Context: an optimization exercise on an open-source flow, tuned for small area. The choices shown serve that exercise and are no tape-out recipe.
Only simulation tests tie the RTL to the original design; equivalence was not proved.
The clock port is modelled as an ideal driver; clocking choices that lean on that would not hold on a real chip.

Setup of main:
==> flow/design.v <==
module sstv_pixel (
    input   [11:0]  freq,
    output  [1:0] color
);
    wire gt1700 = (freq > 12'd1700);
    wire gt1900 = (freq > 12'd1900);
    wire gt2100 = (freq > 12'd2100);
    assign color[1] = gt1900;
    assign color[0] = gt2100 || (gt1700 && !gt1900);
endmodule
module sstv_cal (
    input   clk,
    input   reset,
    input   frame_active,
    input   [11:0] freq,
    output  reg cal_active,
    output  reg cal_ok
);
    localparam [1:0] ST_IDLE  = 2'd0;
    localparam [1:0] ST_LEAD_A = 2'd1;
    localparam [1:0] ST_BREAK = 2'd2;
    localparam [1:0] ST_LEAD_B = 2'd3;
    localparam [15-1:0] SEED     = 15'd23726;   
    localparam [15-1:0] C_LEADER = 15'd32703;   
    localparam [15-1:0] C_BREAK  = 15'd24511;   
    reg [1:0]     state;
    reg [1:0]     next_state;
    reg [15-1:0]    cnt;
    reg           cnt_past;
    wire f1900 = (freq == 12'd1900);
    wire f1200 = (freq == 12'd1200);
    wire in_break = (state == ST_BREAK);
    wire tone = in_break ? f1200 : ((state != ST_IDLE) && f1900);
    wire at_thr = in_break ? (cnt == C_BREAK) : (cnt == C_LEADER);
    wire cnt_ge = cnt_past || at_thr;
    always @(*) begin
        case (state)
            ST_IDLE:   next_state = (f1900 && !frame_active) ? ST_LEAD_A : ST_IDLE;
            ST_LEAD_A: next_state = f1900 ? ST_LEAD_A :
                                    ((f1200 && cnt_ge) ? ST_BREAK : ST_IDLE);
            ST_BREAK:  next_state = f1200 ? ST_BREAK :
                                    ((f1900 && cnt_ge) ? ST_LEAD_B : ST_IDLE);
            default:   next_state = f1900 ? ST_LEAD_B : ST_IDLE;
        endcase
    end
    always @(posedge clk) begin
        state    <= reset ? ST_IDLE : next_state;
        cnt      <= tone ? {cnt[15-2:0], cnt[14] ^ cnt[13]} : SEED;
        cnt_past <= tone && cnt_ge;
    end
    always @(posedge clk)
        if (reset) begin
            cal_active <= 1'b0;
            cal_ok     <= 1'b0;
        end else begin
            cal_active <= (state != ST_IDLE);
            if (state == ST_LEAD_A)
                cal_ok <= 1'b0;
            else if ((state == ST_LEAD_B) && !f1900)
                cal_ok <= cnt_ge;
        end
endmodule
module sstv_vis (
    input   clk,
    input   reset,
    input   [11:0]  freq,
    input   cal_ok,
    output  reg [6:0] vis_code,
    output  reg valid
);
    localparam [1:0] ST_IDLE = 2'd0;
    localparam [1:0] ST_SYNC = 2'd1;
    localparam [1:0] ST_RECV = 2'd2;
    localparam [1:0] ST_PAR  = 2'd3;
    localparam [12-1:0] SEED   = 12'd3505;   
    localparam [12-1:0] V_HALF = 12'd4081;   
    localparam [12-1:0] V_FULL = 12'd3839;   
    reg [1:0]  state;
    reg [1:0]  next_state;
    reg [12-1:0] cnt;
    reg [8:0]  sr;
    reg        par;      
    wire f1100 = (freq == 12'd1100);
    wire f1200 = (freq == 12'd1200);
    wire f1300 = (freq == 12'd1300);
    wire at_half = (cnt == V_HALF);
    wire at_full = (cnt == V_FULL);
    wire all_bits = sr[0];
    always @(*) begin
        case (state)
            ST_IDLE: next_state = (cal_ok && f1200) ? ST_SYNC : ST_IDLE;
            ST_SYNC: next_state = at_full ? (all_bits ? ST_PAR : ST_RECV) :
                                  ((at_half && !f1200) ? ST_IDLE : ST_SYNC);
            ST_RECV: next_state = at_half ? ((f1100 || f1300) ? ST_RECV : ST_IDLE) :
                                  ((all_bits && at_full) ? ST_SYNC : ST_RECV);
            default: next_state = cal_ok ? ST_PAR : ST_IDLE;
        endcase
    end
    wire cnt_step = (state == ST_IDLE) ? f1200 :
                    ((state != ST_PAR) && !at_full);
    always @(posedge clk) begin
        state <= reset ? ST_IDLE : next_state;
        cnt   <= cnt_step ? {cnt[12-2:0], cnt[11] ^ cnt[10]} : SEED;
        if (state == ST_IDLE)
            sr <= 9'h100;
        else if ((state == ST_RECV) && at_half)
            sr <= {f1100, sr[8:1]};
        par <= (state != ST_IDLE) && (par ^ ((state == ST_RECV) && at_half && f1100));
    end
    always @(posedge clk)
        if (reset) begin
            vis_code <= 7'd0;
            valid    <= 1'b0;
        end else if (state == ST_SYNC) begin
            valid    <= 1'b0;
        end else if ((state == ST_PAR) && !par) begin
            vis_code <= sr[7:1];
            valid    <= 1'b1;
        end
endmodule
module sstv #(
    parameter simulate = 1
)   (
    input clk,
    input reset,
    input [11:0] freq,
    output  reg vid_write,
    output  [14:0]  vid_addr,
    output  reg [1:0]   vid_pixel,
    output  [6:0]   vis_code,
    output  vis_valid
);
    wire cal_active;
    wire cal_ok;
    localparam [1:0] SSTV_IDLE  = 2'd0;
    localparam [1:0] SSTV_CAL   = 2'd1;
    localparam [1:0] SSTV_VIS   = 2'd2;
    localparam [1:0] SSTV_FRAME = 2'd3;
    reg [1:0]   sstv_state;
    reg [1:0]   next_sstv_state;
    reg [5:0]   delay_counter;
    reg [6:0]   sstv_row;    
    reg [7:0]   col_r;       
    reg         col_clr;
    wire [1:0]  pixel_data;
    wire f_hsync  = (freq == 12'd1200);
    wire f_pixel  = (freq >= 12'd1500) && (freq <= 12'd2300);
    wire frame    = (sstv_state == SSTV_FRAME);
    wire [7:0] col = col_clr ? 8'd0 : col_r;
    wire row_end  = &sstv_row[6:3];                           
    wire col_end  = col_r[7] && (&col_r[4:0]) && !col_clr;    
    wire dly_mid  = delay_counter[4] && !delay_counter[3] && !delay_counter[2] &&
                    !delay_counter[1] && delay_counter[0];    
    wire dly_end  = delay_counter[5] && delay_counter[1] && delay_counter[0];   
    always @(*)
        case (sstv_state)
            SSTV_IDLE:  next_sstv_state = cal_active ? SSTV_CAL : SSTV_IDLE;
            SSTV_CAL:   next_sstv_state = cal_active ? SSTV_CAL :
                                          (cal_ok ? SSTV_VIS : SSTV_IDLE);
            SSTV_VIS:   next_sstv_state = vis_valid ? SSTV_FRAME :
                                          (cal_ok ? SSTV_VIS : SSTV_IDLE);
            default:    next_sstv_state = ((!cal_active && !cal_ok) || row_end) ?
                                          SSTV_IDLE : SSTV_FRAME;
        endcase
    always @(posedge clk)
        sstv_state <= reset ? SSTV_IDLE : next_sstv_state;
    wire pix_step = frame && f_pixel;
    wire advance  = pix_step && dly_end;
    always @(posedge clk) begin
        if (reset || (sstv_state == SSTV_IDLE)) begin
            sstv_row  <= 7'd0;
            col_r     <= 8'd0;
            col_clr   <= 1'b0;
            vid_write <= 1'b0;
        end else if (frame) begin
            if (f_hsync) begin
                col_clr <= 1'b1;
                col_r   <= col;
            end else begin
                col_clr <= 1'b0;
                if (advance) begin
                    col_r    <= col_end ? 8'd0 : col + 8'd1;
                    sstv_row <= sstv_row + {6'd0, col_end};
                end else
                    col_r    <= col;
            end
            if (f_pixel)
                vid_write <= dly_mid;
        end
        if ((sstv_state == SSTV_IDLE) || (frame && f_hsync) || advance)
            delay_counter <= 6'd1;
        else if (pix_step)
            delay_counter <= delay_counter + 6'd1;
        if (pix_step && dly_mid)
            vid_pixel <= pixel_data;
    end
    assign vid_addr = {sstv_row, 7'd0} + {2'd0, sstv_row, 5'd0} + {7'd0, col_r};
    sstv_cal CAL (
        .clk(clk),
        .reset(reset),
        .frame_active(frame),
        .freq(freq),
        .cal_active(cal_active),
        .cal_ok(cal_ok)
    );
    sstv_vis VIS (
        .clk(clk),
        .reset(reset),
        .freq(freq),
        .cal_ok(cal_ok),
        .vis_code(vis_code),
        .valid(vis_valid)
    );
    sstv_pixel PIX (
        .freq(freq),
        .color(pixel_data)
    );
endmodule
Settings: LEC_CHECK=0, CAP_MARGIN=20, CORE_MARGIN=2, CORE_UTILIZATION=40, SLEW_MARGIN=20; clock period 10.0 ns.
standard.sh (not shown) runs the stock make flow with config.mk's settings and CLKGATE_MAP_FILE= SYNTH_SCRIPT=/design/flow/synth_recipe.tcl, a recipe that flattens the netlist after the stock synthesis.
==> flow/flow/run.sh <==
#!/bin/bash
# Own layout flow: the standard flow (standard.sh) with
#  - no full/half-adder extraction before ABC (ADDER_MAP_FILE empty), and
#    ABC's combinational mapping run with an area script (with &deepsyn) (flow/area.abc,
#    via flow/own_synth.tcl); registers are untouched,
#  - port buffers of the smallest buffer (buf_1) instead of clkdlybuf4s50_1,
#  - clock tree of clkbuf_4 cells without dummy loads; flow/post_cts.tcl
#    upsizes any clock buffer whose flip-flop clock pins see a large slew.
# standard.sh's full output goes to own_flow.log in this folder; ORFS's
# per-step logs stay under orfs/logs.
set -euo pipefail
W=$(pwd)
export OWN_WORK=$W
export OWN_ABC_SCRIPT=$W/flow/area.abc
bash "$W/standard.sh" \
  SYNTH_SCRIPT="$W/flow/own_synth.tcl" \
  ADDER_MAP_FILE= \
  "BUFFER_PORTS_ARGS=-buffer_cell sky130_fd_sc_hd__buf_1" \
  "CTS_ARGS=-sink_clustering_enable -repair_clock_nets -dont_use_dummy_load -buf_list sky130_fd_sc_hd__clkbuf_4" \
  POST_CTS_TCL="$W/flow/post_cts.tcl" \
  finish > "$W/own_flow.log" 2>&1
Other scripts of this flow, unchanged in this note and not shown: flow/flow/area.abc, flow/flow/own_synth.tcl, flow/flow/post_cts.tcl
The flow did not stop early for main: all stages ran, and the layout cleared the timing, DRC and antenna checks.
### main -> the feature branch
-- flow/design.v --
<<< main, line 142
    reg [6:0]   sstv_row;    
    reg [7:0]   col_r;       
    reg         col_clr;
    wire [1:0]  pixel_data;
    wire f_hsync  = (freq == 12'd1200);
    wire f_pixel  = (freq >= 12'd1500) && (freq <= 12'd2300);
    wire frame    = (sstv_state == SSTV_FRAME);
    wire [7:0] col = col_clr ? 8'd0 : col_r;
    wire row_end  = &sstv_row[6:3];                           
>>> the feature branch, line 142
    reg [6:0]   sstv_row;    
    reg [7:0]   col_r;       
    wire [1:0]  pixel_data;
    wire f_hsync  = (freq == 12'd1200);
    wire f_pixel  = (freq >= 12'd1500) && (freq <= 12'd2300);
    wire frame    = (sstv_state == SSTV_FRAME);
    wire col_clr  = (delay_counter == 6'd0);
    wire [7:0] col = col_clr ? 8'd0 : col_r;
    wire row_end  = &sstv_row[6:3];                           
<<< main, line 171
            sstv_row  <= 7'd0;
            col_r     <= 8'd0;
            col_clr   <= 1'b0;
            vid_write <= 1'b0;
        end else if (frame) begin
            if (f_hsync) begin
                col_clr <= 1'b1;
                col_r   <= col;
            end else begin
                col_clr <= 1'b0;
                if (advance) begin
                    col_r    <= col_end ? 8'd0 : col + 8'd1;
>>> the feature branch, line 171
            sstv_row  <= 7'd0;
            col_r     <= 8'd0;
            vid_write <= 1'b0;
        end else if (frame) begin
            if (f_hsync) begin
                col_r   <= col;
            end else begin
                if (advance) begin
                    col_r    <= col_end ? 8'd0 : col + 8'd1;
<<< main, line 188
                vid_write <= dly_mid;
        end
        if ((sstv_state == SSTV_IDLE) || (frame && f_hsync) || advance)
            delay_counter <= 6'd1;
        else if (pix_step)
            delay_counter <= delay_counter + 6'd1;
        if (pix_step && dly_mid)
            vid_pixel <= pixel_data;
>>> the feature branch, line 185
                vid_write <= dly_mid;
        end
        if (frame && f_hsync)
            delay_counter <= 6'd0;
        else if ((sstv_state == SSTV_IDLE) || advance)
            delay_counter <= 6'd1;
        else if (pix_step)
            delay_counter <= {delay_counter[5:1], delay_counter[0] | col_clr} + 6'd1;
        if (pix_step && dly_mid)
            vid_pixel <= pixel_data;
Notes after the runs:
The feature branch ends up with a count of clock tree sinks that is 1 lower than in main. Compared with main, the feature branch shows a higher final setup slack of the worst path. Looking at main and the feature branch, the post-synth design cell area is a wash. Re share of the synthesized area in compound gates (AO/OA/AOI/OAI): main and the feature branch aren't equal, and the higher value belongs to main. Compare main and the feature branch | cell count after placement lower: main. [compare] base=main new=the feature branch: maximum fanout along the worst path has decreased; critical path depth has increased; number of nets at the end of the flow has increased.

-- separate check: timing with driven ports --
No port has a modelled driver above. Below, the same layouts with a new extraction and two added sets of constraints.
Step 1 (the two cells are an assumption about what drives the block):
set clk [get_ports {clk}]
set_driving_cell -lib_cell sky130_fd_sc_hd__clkbuf_16 $clk
set_driving_cell -lib_cell sky130_fd_sc_hd__buf_2 [delete_from_list [all_inputs] $clk]
Step 2 moves the port delays by t, midway between the first and last clock arrival at a register: inputs arrive t later, outputs are due t later. That takes back most of the time a late clock gives input paths.
Three values: no drivers, after step 1, after step 2; two values: the first two.
run	t (ns)	setup WS [ns]	hold WS [ns]	worst setup path at the end	worst register clock-pin slew, ns
main	0.423	4.746 / 4.719 / 4.329	0.402 / 0.402 / 0.402	input to register	0.11 / 0.11
the feature branch	0.429	4.757 / 4.730 / 4.389	0.433 / 0.433 / 0.433	input to register	0.10 / 0.10
After both steps every run listed still meets setup and hold. For main, which loses most, drivers alone change the setup slack by -0.027 ns; drivers and shift together by -0.417 ns.
